From an optimization exercise on the open Yosys and OpenROAD flow, aimed at a short achievable clock period and few clock cycles; shortcuts taken in it are not production practice.
Power is estimated from default activity; no workload was simulated.

==> flow/design.v (excerpt) <==
module rv32i_core (
    input  logic Rst,
    input  logic Clk,
    output logic [31:0] imem_addr,
    input  logic [31:0] imem_rdata,
    output logic        dmem_re,
    output logic        dmem_we,
    output logic [1:0]  dmem_size,
    output logic [31:0] dmem_addr,
    output logic [31:0] dmem_wdata,
    input  logic [31:0] dmem_rdata,
    output logic        retire_valid,
    output logic [31:0] retire_pc,
    output logic        retire_we,
    output logic [4:0]  retire_rd,
    output logic [31:0] retire_wdata
);
    localparam int BI   = 4;             
    localparam int BN   = 1 << BI;       
    localparam int TH   = 15;            
    localparam int TW   = TH - BI - 1;
    localparam int GH   = 15;            
    localparam int LW   = 6;             
    localparam logic [LW-1:0] LMAX = '1;
    logic        stall, redirect;
    logic [31:0] pc_f, pcx_f, ia_f;
    logic        first;
    logic        v_d;
    logic [31:0] ir_d, pc_d;
    logic        pt_d;
    logic [GH:2] ptgt_d;
    logic        v_e;
    logic [31:0] pc_e, pc4_e, tgt_e;
    logic [GH:2] ptgt_e;
    logic        pt_e;
    logic [31:0] a_e, b_e, sd_e;
    logic        fa_e, fb_e, fs_e;
    logic        sub_e, sra_e;
    logic        s_add_e, s_sll_e, s_slt_e, s_sltu_e, s_xor_e, s_srx_e, s_or_e, s_and_e, s_link_e;
    logic        is_br_e, is_jalr_e, is_ld_e, is_st_e, is_ctl_e, we_e;
    logic        c_eq_e, c_lt_e, c_ltu_e, c_inv_e;
    logic        force_tk_e, m_nt_e;
    logic [4:0]  rd_e;
    logic [2:0]  f3_e;
    logic        v_m, re_m, st_m, we_m, is_ld_m, upd_m, tk_m, rdr_m;
    logic [31:0] pc_m, res_m, addr_m, sd_m, tgt_m, rpt_m, rpn_m;
    logic [4:0]  rd_m;
    logic        lb_m, lh_m, ls_m;
    logic [1:0]  sz_m;
    logic        ret_v, ret_we;
    logic [31:0] ret_pc, ret_wd;
    logic [4:0]  ret_rd;
    logic [BN-1:0] btb_v;
  ...
Size: about 7700 cells after synthesis, about 240 I/O pins, about 110000 µm² of cells after synthesis.
export LEC_CHECK = 0
export ABC_CLOCK_PERIOD_IN_PS = 3500
export CAP_MARGIN = 30
export CORE_MARGIN = 2
export CORE_UTILIZATION = 40
export GPL_TIMING_DRIVEN = 1
export SLEW_MARGIN = 20
create_clock -name core_clock -period 12.0 [get_ports {Clk}]
standard.sh (not shown) runs the stock make flow with config.mk's settings and CLKGATE_MAP_FILE= SYNTH_SCRIPT=/design/flow/synth_recipe.tcl, a recipe that flattens the netlist after the stock synthesis.
==> flow/flow/run.sh <==
#!/bin/bash
set -euo pipefail
bash standard.sh SETUP_SLACK_MARGIN=8.5 TNS_END_PERCENT=100 finish > standard_flow.log 2>&1
Rerun with:
--- a/flow/design.v
+++ b/flow/design.v
@@ -194,60 +194,32 @@
         c_lt_e  <= (f3[2:1] == 2'b10);
         c_ltu_e <= (f3[2:1] == 2'b11);
         c_inv_e <= f3[0];
         force_tk_e <= is_jal | is_jalr;
         m_nt_e     <= pt_d;
         pt_e       <= pt_d && !is_jalr;
         ptgt_e     <= ptgt_d;
     end
     logic [31:0] a, b, sd;
     assign a  = ({32{fa_e}} & res_m) | a_e;
     assign b  = ({32{fb_e}} & res_m) | b_e;
     assign sd = ({32{fs_e}} & res_m) | sd_e;
-    logic [31:0] bx_e, bx_m;
-    assign bx_e = b_e ^ {32{sub_e}};
-    assign bx_m = res_m ^ {32{sub_e}};
-    logic [32:0] s00, s10, s01, s11;
-    assign s00 = {a_e,   1'b1} + {bx_e, sub_e};
-    assign s10 = {res_m, 1'b1} + {bx_e, sub_e};
-    assign s01 = {a_e,   1'b1} + {bx_m, sub_e};
-    assign s11 = {res_m, 1'b1} + {bx_m, sub_e};
+    logic [32:0] sum33;
     logic [31:0] sum;
-    always_comb begin
-        case ({fa_e, fb_e})
-            2'b00:   sum = s00[32:1];
-            2'b10:   sum = s10[32:1];
-            2'b01:   sum = s01[32:1];
-            default: sum = s11[32:1];
-        endcase
-    end
-    logic eq00, eq10, eq01, lt00, lt10, lt01, ltu00, ltu10, ltu01;
-    assign eq00  = (a_e == b_e);
-    assign eq10  = (res_m == b_e);
-    assign eq01  = (a_e == res_m);
-    assign lt00  = ($signed(a_e) < $signed(b_e));
-    assign lt10  = ($signed(res_m) < $signed(b_e));
-    assign lt01  = ($signed(a_e) < $signed(res_m));
-    assign ltu00 = (a_e < b_e);
-    assign ltu10 = (res_m < b_e);
-    assign ltu01 = (a_e < res_m);
+    assign sum33 = {a, 1'b1} + {b ^ {32{sub_e}}, sub_e};
+    assign sum   = sum33[32:1];
     logic eq, lt, ltu;
-    always_comb begin
-        case ({fa_e, fb_e})
-            2'b00:   begin eq = eq00; lt = lt00; ltu = ltu00; end
-            2'b10:   begin eq = eq10; lt = lt10; ltu = ltu10; end
-            2'b01:   begin eq = eq01; lt = lt01; ltu = ltu01; end
-            default: begin eq = 1'b1; lt = 1'b0; ltu = 1'b0; end
-        endcase
-    end
+    assign eq  = (a == b);
+    assign lt  = ($signed(a) < $signed(b));
+    assign ltu = (a < b);
     logic [31:0] sll, srx;
     logic [32:0] sr33;
     assign sll  = a << b[4:0];
     assign sr33 = $signed({sra_e & a[31], a}) >>> b[4:0];
     assign srx  = sr33[31:0];
     logic [31:0] alu;
     assign alu = ({32{s_add_e}}  & sum)
                | ({32{s_sll_e}}  & sll)
                | ({32{s_slt_e}}  & {31'd0, lt})
                | ({32{s_sltu_e}} & {31'd0, ltu})
                | ({32{s_xor_e}}  & (a ^ b))
                | ({32{s_srx_e}}  & srx)
Effect:
- The changed run ran to the end with no violations
- clock-buffer cell count climbs by 1
- clock power climbs by about 1%
- worst setup slack improves by 240 ps
- cell area drops by 3.7%
- die area drops by 4.0%
- maximum frequency climbs by 5.9%
- worst hold slack improves by 26 ps
- non-clock buffer count drops by 58
- synthesized cell count drops by 8.8%
- register-to-register slack improves by 240 ps
- wire length drops by 2.9%
Function was not checked in any run of this note: the RTL went through the layout flow alone.


## xenon
Another version of the RTL of rv32i_core (not shown whole).
Size: about 7100 cells after synthesis, about 100000 µm² of cells after synthesis.
// rv32i_core
module rv32i_core (
    input  logic Rst,
    input  logic Clk,
    output logic [31:0] imem_addr,
    input  logic [31:0] imem_rdata,
    output logic        dmem_re,
    output logic        dmem_we,
    output logic [1:0]  dmem_size,
    output logic [31:0] dmem_addr,
    output logic [31:0] dmem_wdata,
    input  logic [31:0] dmem_rdata,
    output logic        retire_valid,
    output logic [31:0] retire_pc,
    output logic        retire_we,
    output logic [4:0]  retire_rd,
    output logic [31:0] retire_wdata
);
    localparam int BN   = 8;             
    localparam int TH   = 15;            
    localparam int TW   = TH - 1;
    localparam int GH   = 15;            
    localparam int LW   = 6;             
    localparam logic [LW-1:0] LMAX = '1;
    logic        stall, redirect;
    logic [31:0] pc_f, pcx_f, ia_f;
    logic        first, firstb;
    logic        v_d;
    logic [31:0] ir_d, pc_d;
    logic        pt_d;
    logic [GH:2] ptgt_d;
    logic [31:0] imm_d, timm_d;
    logic        v_e;
    logic [31:0] pc_e, pc4_e, tgt_e;
    logic [GH:2] ptgt_e;
    logic        pt_e;
    logic [31:0] a_e, b_e, sd_e;
    logic        fa_e, fb_e, fs_e, nf_e;
    logic        sub_e, sra_e;
    logic        s_add_e, s_sll_e, s_slt_e, s_sltu_e, s_xor_e, s_srx_e, s_or_e, s_and_e, s_link_e;
    logic        is_br_e, is_jalr_e, is_ld_e, is_st_e, is_ctl_e, we_e;
    logic        c_eq_e, c_lt_e, c_ltu_e, c_inv_e;
    logic        force_tk_e, m_nt_e, sk_e;
    logic [4:0]  rd_e;
    logic [2:0]  f3_e;
    logic        v_m, re_m, st_m, we_m, is_ld_m, upd_m, tk_m, rdr_m, skill_m;
    logic [31:0] pc_m, res_m, reswn_m, addr_m, sd_m, tgt_m, rpn_m, rptn_m;
    logic        jalr_m;
    logic [4:0]  rd_m;
    logic        lb_m, lh_m, ls_m;
    logic [1:0]  sz_m;
    logic        ret_v, ret_we;
    logic [31:0] ret_pc, ret_wd;
    logic [4:0]  ret_rd;
    logic [BN-1:0] btb_v;
    logic [TW-1:0] btb_tag [BN];
    logic [GH:2]   btb_tgt [BN];
    logic [1:0]    btb_ctr [BN];
    logic [LW-1:0] btb_it [BN];
    logic [LW-1:0] btb_trip [BN];
    logic [BN-1:0] btb_cf;
    logic [BN-1:0] btb_p;
    logic [BN-1:0] fm;
    logic          f_hit;
    logic [GH:2]   f_tgt;
    logic [31:0]   pc_f4, pc_next;
    always_comb begin
  ...
Settings: LEC_CHECK=0, ABC_CLOCK_PERIOD_IN_PS=3500, CAP_MARGIN=30, CORE_MARGIN=2, CORE_UTILIZATION=40, GPL_TIMING_DRIVEN=1, SLEW_MARGIN=20; clock period 12.0 ns.
==> flow/flow/run.sh <==
#!/bin/bash
set -euo pipefail
export MOVE_PATTERNS='ret_* st_m* re_m* sz_m* sd_m*'
bash standard.sh SETUP_SLACK_MARGIN=8.5 TNS_END_PERCENT=100 MATCH_CELL_FOOTPRINT=0 \
  POST_RESIZE_TCL=$PWD/flow/post_rsz.tcl finish > standard_flow.log 2>&1
==> flow/flow/post_rsz.tcl <==
# Move each flip-flop that drives only an output port's buffer, and whose name
# matches one of MOVE_PATTERNS, next to that buffer (detailed placement then
# legalizes it).
set block [ord::get_db_block]
set moved 0
foreach port [get_ports -filter "direction == output"] {
  set pnet [get_nets [get_full_name $port]]
  foreach drv [get_pins -of_objects $pnet -filter "direction == output"] {
    set buf [get_cells -of_objects $drv]
    set bin [get_pins -of_objects $buf -filter "direction == input"]
    set inet [get_nets -of_objects $bin]
    if {[llength [get_pins -of_objects $inet]] != 2} { continue }
    foreach d2 [get_pins -of_objects $inet -filter "direction == output"] {
      set ff [get_cells -of_objects $d2]
      if {[llength [get_pins -of_objects $ff -filter "name == CLK"]] != 1} { continue }
      set name [get_full_name $ff]
      set hit 0
      foreach pat $::env(MOVE_PATTERNS) { if {[string match $pat $name]} { set hit 1 } }
      if {!$hit} { continue }
      set bi [sta::sta_to_db_inst $buf]
      set fi [sta::sta_to_db_inst $ff]
      lassign [$bi getLocation] x y
      $fi setLocation $x $y
      incr moved
    }
  }
}
puts "post_rsz: moved $moved output flip-flops next to their port buffers"
estimate_parasitics -placement
## Diff of input files: zinc against xenon
-- flow/design.v --
<<< xenon, line 227
    assign sum33 = {a, 1'b1} + {b ^ {32{sub_e}}, sub_e};
    assign sum   = sum33[32:1];
    logic eqf, ltf, ltuf;
    assign eqf  = (a_e == b_e);
    assign ltf  = ($signed(a_e) < $signed(b_e));
    assign ltuf = (a_e < b_e);
    logic eq10, lt10, ltu10, eq01, lt01, ltu01;
    assign eq10  = (res_m == b_e);
    assign lt10  = ($signed(res_m) < $signed(b_e));
    assign ltu10 = (res_m < b_e);
    assign eq01  = (a_e == res_m);
    assign lt01  = ($signed(a_e) < $signed(res_m));
    assign ltu01 = (a_e < res_m);
    logic c00, c10, c01, c11;
    assign c00 = !fa_e && !fb_e;
    assign c10 =  fa_e && !fb_e;
    assign c01 = !fa_e &&  fb_e;
    assign c11 =  fa_e &&  fb_e;
    logic eq, lt, ltu;
    assign eq  = (c00 & eqf)  | (c10 & eq10)  | (c01 & eq01) | c11;
    assign lt  = (c00 & ltf)  | (c10 & lt10)  | (c01 & lt01);
    assign ltu = (c00 & ltuf) | (c10 & ltu10) | (c01 & ltu01);
    logic [31:0] sll, srx;
    logic [32:0] sr33;
>>> zinc, line 227
    assign sum33 = {a, 1'b1} + {b ^ {32{sub_e}}, sub_e};
    assign sum   = sum33[32:1];
    logic eq, lt, ltu;
    assign eq  = (a == b);
    assign lt  = ($signed(a) < $signed(b));
    assign ltu = (a < b);
    logic [31:0] sll, srx;
    logic [32:0] sr33;
<<< xenon, line 271
    assign red_n    = ve && m_nt_e;
    assign redirect = !nf_e && (taken ? red_t : red_n);
    logic takenf;
    assign takenf = is_br_e ? (((c_eq_e & eqf) | (c_lt_e & ltf) | (c_ltu_e & ltuf)) ^ c_inv_e) : force_tk_e;
    assign fred_t = nf_e && takenf && red_t;
>>> zinc, line 255
    assign red_n    = ve && m_nt_e;
    assign redirect = !nf_e && (taken ? red_t : red_n);
    logic eqf, ltf, ltuf, takenf;
    assign eqf    = (a_e == b_e);
    assign ltf    = ($signed(a_e) < $signed(b_e));
    assign ltuf   = (a_e < b_e);
    assign takenf = is_br_e ? (((c_eq_e & eqf) | (c_lt_e & ltf) | (c_ltu_e & ltuf)) ^ c_inv_e) : force_tk_e;
    assign fred_t = nf_e && takenf && red_t;
Notes after the runs:
zinc ended up with a higher share of total power in the clock network than xenon did.
There was hardly any difference in multiplexer area fraction after synthesis between xenon and zinc.
The combinational cell fraction of total power in zinc sits 0.9 points below the value recorded for xenon.
Compared with xenon, zinc shows number of clock-tree buffers in the layout that has gone down by a few percent.
Lower final wirelength goes to zinc over xenon.
Delta (zinc minus xenon): overall power went down 1.6%, combinational gate power lower, portion of the clock cycle consumed by the worst path in the final layout went down, sequential share of layout area went up 0.24 points.
zinc vs. xenon: sequential cell area essentially unchanged; minimum clock period decreased 0.034 ns.
zinc against xenon: upper clock frequency limit rose by about 0.9%, share of total power consumed by net switching lost 0.68 points.
Function was not checked in any run of this note: the RTL went through the layout flow alone.


## maple
rv32i_core, a different RTL version from the one above (not shown whole).
Size: about 6800 cells after synthesis, roughly 2300 flip-flops, roughly 100000 um^2 of cells after synthesis.
export LEC_CHECK = 0
export ABC_CLOCK_PERIOD_IN_PS = 3500
export CAP_MARGIN = 30
export CORE_MARGIN = 2
export CORE_UTILIZATION = 40
export GPL_TIMING_DRIVEN = 1
export SLEW_MARGIN = 20
create_clock -name core_clock -period 12.0 [get_ports {Clk}]
Scripts as last shown in full above: flow/flow/run.sh, flow/flow/post_rsz.tcl
Inputs modified between maple and pine:
--- a/flow/design.v
+++ b/flow/design.v
@@ -36,21 +36,21 @@
     logic [31:0] a_e, b_e, sd_e;
     logic        fa_e, fb_e, fs_e, nf_e;
     logic        sub_e, sra_e;
     logic        s_add_e, s_sll_e, s_slt_e, s_sltu_e, s_xor_e, s_srx_e, s_or_e, s_and_e, s_link_e;
     logic        is_br_e, is_jalr_e, is_ld_e, is_st_e, is_ctl_e, we_e;
     logic        c_eq_e, c_lt_e, c_ltu_e, c_inv_e;
     logic        force_tk_e, m_nt_e, sk_e;
     logic [4:0]  rd_e;
     logic [2:0]  f3_e;
     logic        v_m, re_m, st_m, we_m, is_ld_m, upd_m, tk_m, rdr_m, skill_m;
-    logic [31:0] pc_m, res_m, reswn_m, addr_m, sd_m, tgt_m, rpn_m, rptn_m;
+    logic [31:0] pc_m, res_m, addr_m, sd_m, tgt_m, rpn_m, rptn_m;
     logic        jalr_m;
     logic [4:0]  rd_m;
     logic        lb_m, lh_m, ls_m;
     logic [1:0]  sz_m;
     logic        ret_v, ret_we;
     logic [31:0] ret_pc, ret_wd;
     logic [4:0]  ret_rd;
     logic [BN-1:0] btb_v;
     logic [TW-1:0] btb_tag [BN];
     logic [GH:2]   btb_tgt [BN];
@@ -149,21 +149,21 @@
     assign use2    = is_br | is_st | is_alur;
     assign use_imm = ~(is_br | is_alur);
     logic [31:0] imm;
     assign imm = imm_d;
     logic [31:0] rf [32];
     logic [31:0] rv;
     logic [31:0] rf1, rf2, r1, r2;
     assign rf1 = rv[rs1] ? rf[rs1] : 32'd0;
     assign rf2 = rv[rs2] ? rf[rs2] : 32'd0;
     logic [31:0] ld, mv;
-    assign mv = is_ld_m ? ld : ~reswn_m;
+    assign mv = is_ld_m ? ld : res_m;
     always_ff @(posedge Clk) begin
         if (v_m && we_m) rf[rd_m] <= mv;
     end
     always_ff @(posedge Clk or posedge Rst) begin
         if (Rst)              rv <= 32'd0;
         else if (v_m && we_m) rv[rd_m] <= 1'b1;
     end
     logic h1e, h1m, h2e, h2m;
     assign h1e = v_e && !skill_m && we_e && (rd_e == rs1);
     assign h1m = v_m && we_m && (rd_m == rs1);
@@ -190,22 +190,21 @@
         is_ld_e   <= is_ld;
         is_st_e   <= is_st;
         is_ctl_e  <= is_br | is_jal;
         a_e  <= (use1 && h1e) ? 32'd0 : is_auipc ? pc_d : is_lui ? 32'd0 : r1;
         fa_e <= use1 && h1e;
         nf_e <= !(use1 && h1e) && !(!use_imm && h2e) && !is_jalr;
         b_e  <= use_imm ? imm : h2e ? 32'd0 : r2;
         fb_e <= !use_imm && h2e;
         sd_e <= h2e ? 32'd0 : r2;
         fs_e <= is_st && h2e;
-        sub_e    <= (is_alur && f3 == 3'b000 && i30) || is_br
-                    || ((is_alui | is_alur) && f3[2:1] == 2'b01);
+        sub_e    <= (is_alur && f3 == 3'b000 && i30);
         sra_e    <= i30;
         s_add_e  <= !(is_alui | is_alur | is_jal | is_jalr) || ((is_alui | is_alur) && f3 == 3'b000);
         s_sll_e  <= (is_alui | is_alur) && f3 == 3'b001;
         s_slt_e  <= (is_alui | is_alur) && f3 == 3'b010;
         s_sltu_e <= (is_alui | is_alur) && f3 == 3'b011;
         s_xor_e  <= (is_alui | is_alur) && f3 == 3'b100;
         s_srx_e  <= (is_alui | is_alur) && f3 == 3'b101;
         s_or_e   <= (is_alui | is_alur) && f3 == 3'b110;
         s_and_e  <= (is_alui | is_alur) && f3 == 3'b111;
         s_link_e <= is_jal | is_jalr;
@@ -216,28 +215,28 @@
         force_tk_e <= is_jal | is_jalr;
         m_nt_e     <= pt_d;
         sk_e       <= is_br && !pt_d && (timm_d == 32'd8);
         pt_e       <= pt_d && !is_jalr;
         ptgt_e     <= ptgt_d;
     end
     logic [31:0] a, b, sd;
     assign a  = ({32{fa_e}} & res_m) | a_e;
     assign b  = ({32{fb_e}} & res_m) | b_e;
     assign sd = ({32{fs_e}} & res_m) | sd_e;
-    logic [33:0] sum34;
+    logic [32:0] sum33;
     logic [31:0] sum;
-    assign sum34 = {1'b0, a, 1'b1} + {1'b0, b ^ {32{sub_e}}, sub_e};
-    assign sum   = sum34[32:1];
+    assign sum33 = {a, 1'b1} + {b ^ {32{sub_e}}, sub_e};
+    assign sum   = sum33[32:1];
     logic eq, lt, ltu;
     assign eq  = (a == b);
-    assign ltu = !sum34[33];
-    assign lt  = (a[31] != b[31]) ? a[31] : sum[31];
+    assign lt  = ($signed(a) < $signed(b));
+    assign ltu = (a < b);
     logic [31:0] sll, srx;
     logic [32:0] sr33;
     assign sll  = a << b[4:0];
     assign sr33 = $signed({sra_e & a[31], a}) >>> b[4:0];
     assign srx  = sr33[31:0];
     logic [31:0] alu;
     assign alu = ({32{s_add_e}}  & sum)
                | ({32{s_sll_e}}  & sll)
                | ({32{s_slt_e}}  & {31'd0, lt})
                | ({32{s_sltu_e}} & {31'd0, ltu})
@@ -287,21 +286,20 @@
         rpn_m   <= pc4_e;
         pc_m    <= pc_e;
         we_m    <= we_e;
         rd_m    <= rd_e;
         lb_m    <= (f3_e[1:0] == 2'b00);
         lh_m    <= (f3_e[1:0] == 2'b01);
         ls_m    <= !f3_e[2];
         sz_m    <= f3_e[1:0];
         is_ld_m <= is_ld_e;
         res_m   <= alu;
-        reswn_m <= ~alu;
         addr_m  <= sum;
         sd_m    <= sd;
         tgt_m   <= tgt_e;
         upd_m   <= ve && is_ctl_e;
         tk_m    <= taken;
     end
     assign dmem_re    = re_m;
     assign dmem_we    = st_m;
     assign dmem_size  = sz_m;
     assign dmem_addr  = addr_m;
Results
pine: clock buffer count from CTS is 5 lower than what maple reported.
pine and maple all finish clean.
maple reports its timing endpoint of the critical path as rdr_m while pine reports res_m[28].
Diff maple -> pine | critical path depth | decrease of 5
Higher multiplexer share of the synthesized area goes to pine over maple.
Compared with maple, in pine setup slack climbed 0.19 ns; minimum clock period after layout dropped 0.19 ns; sequential share of layout area dropped 0.54 points.
Function was not checked in any run of this note: the RTL went through the layout flow alone.

-- afterwards: timing with drivers on the ports --
The results above use ideal ports. As a check the final layouts listed here were re-extracted and re-timed, cells and wires unchanged.
Step 1: set_driving_cell puts a clkbuf_16 on Clk and a buf_2 on each other input, an assumption about the parent block.
Step 2 also shifts input and output timing later by t, the mid clock arrival at the registers, as if the neighbouring blocks saw the same clock.
Three values: ideal ports, drivers, drivers and shift; two values: the first two.
| run | t, ns | setup slack, ns | hold WS [ns] | worst setup path after step 2 | worst data-port slew with drivers (ns) |
|---|---|---|---|---|---|
| the first run of note 1 | 0.919 | 7.697 / 7.697 / 7.620 | 0.296 / 0.296 / 0.296 | input to register | 0.16 |
| the second run of note 1 | 0.928 | 7.938 / 7.938 / 7.496 | 0.322 / 0.322 / 0.322 | input to register | 0.21 |
| xenon | 0.964 | 8.109 / 8.109 / 7.552 | 0.322 / 0.322 / 0.322 | input to register | 0.27 |
| zinc | 0.963 | 8.142 / 8.117 / 7.529 | 0.298 / 0.298 / 0.298 | input to register | 0.21 |
| maple | 0.982 | 7.996 / 7.996 / 7.648 | 0.307 / 0.307 / 0.307 | input to register | 0.29 |
| pine | 0.956 | 8.186 / 8.136 / 7.354 | 0.283 / 0.283 / 0.283 | input to register | 0.24 |
After both steps every run listed still meets setup and hold. The setup slack of pine, which loses most, moves by -0.050 ns with the drivers and by -0.832 ns with both steps.
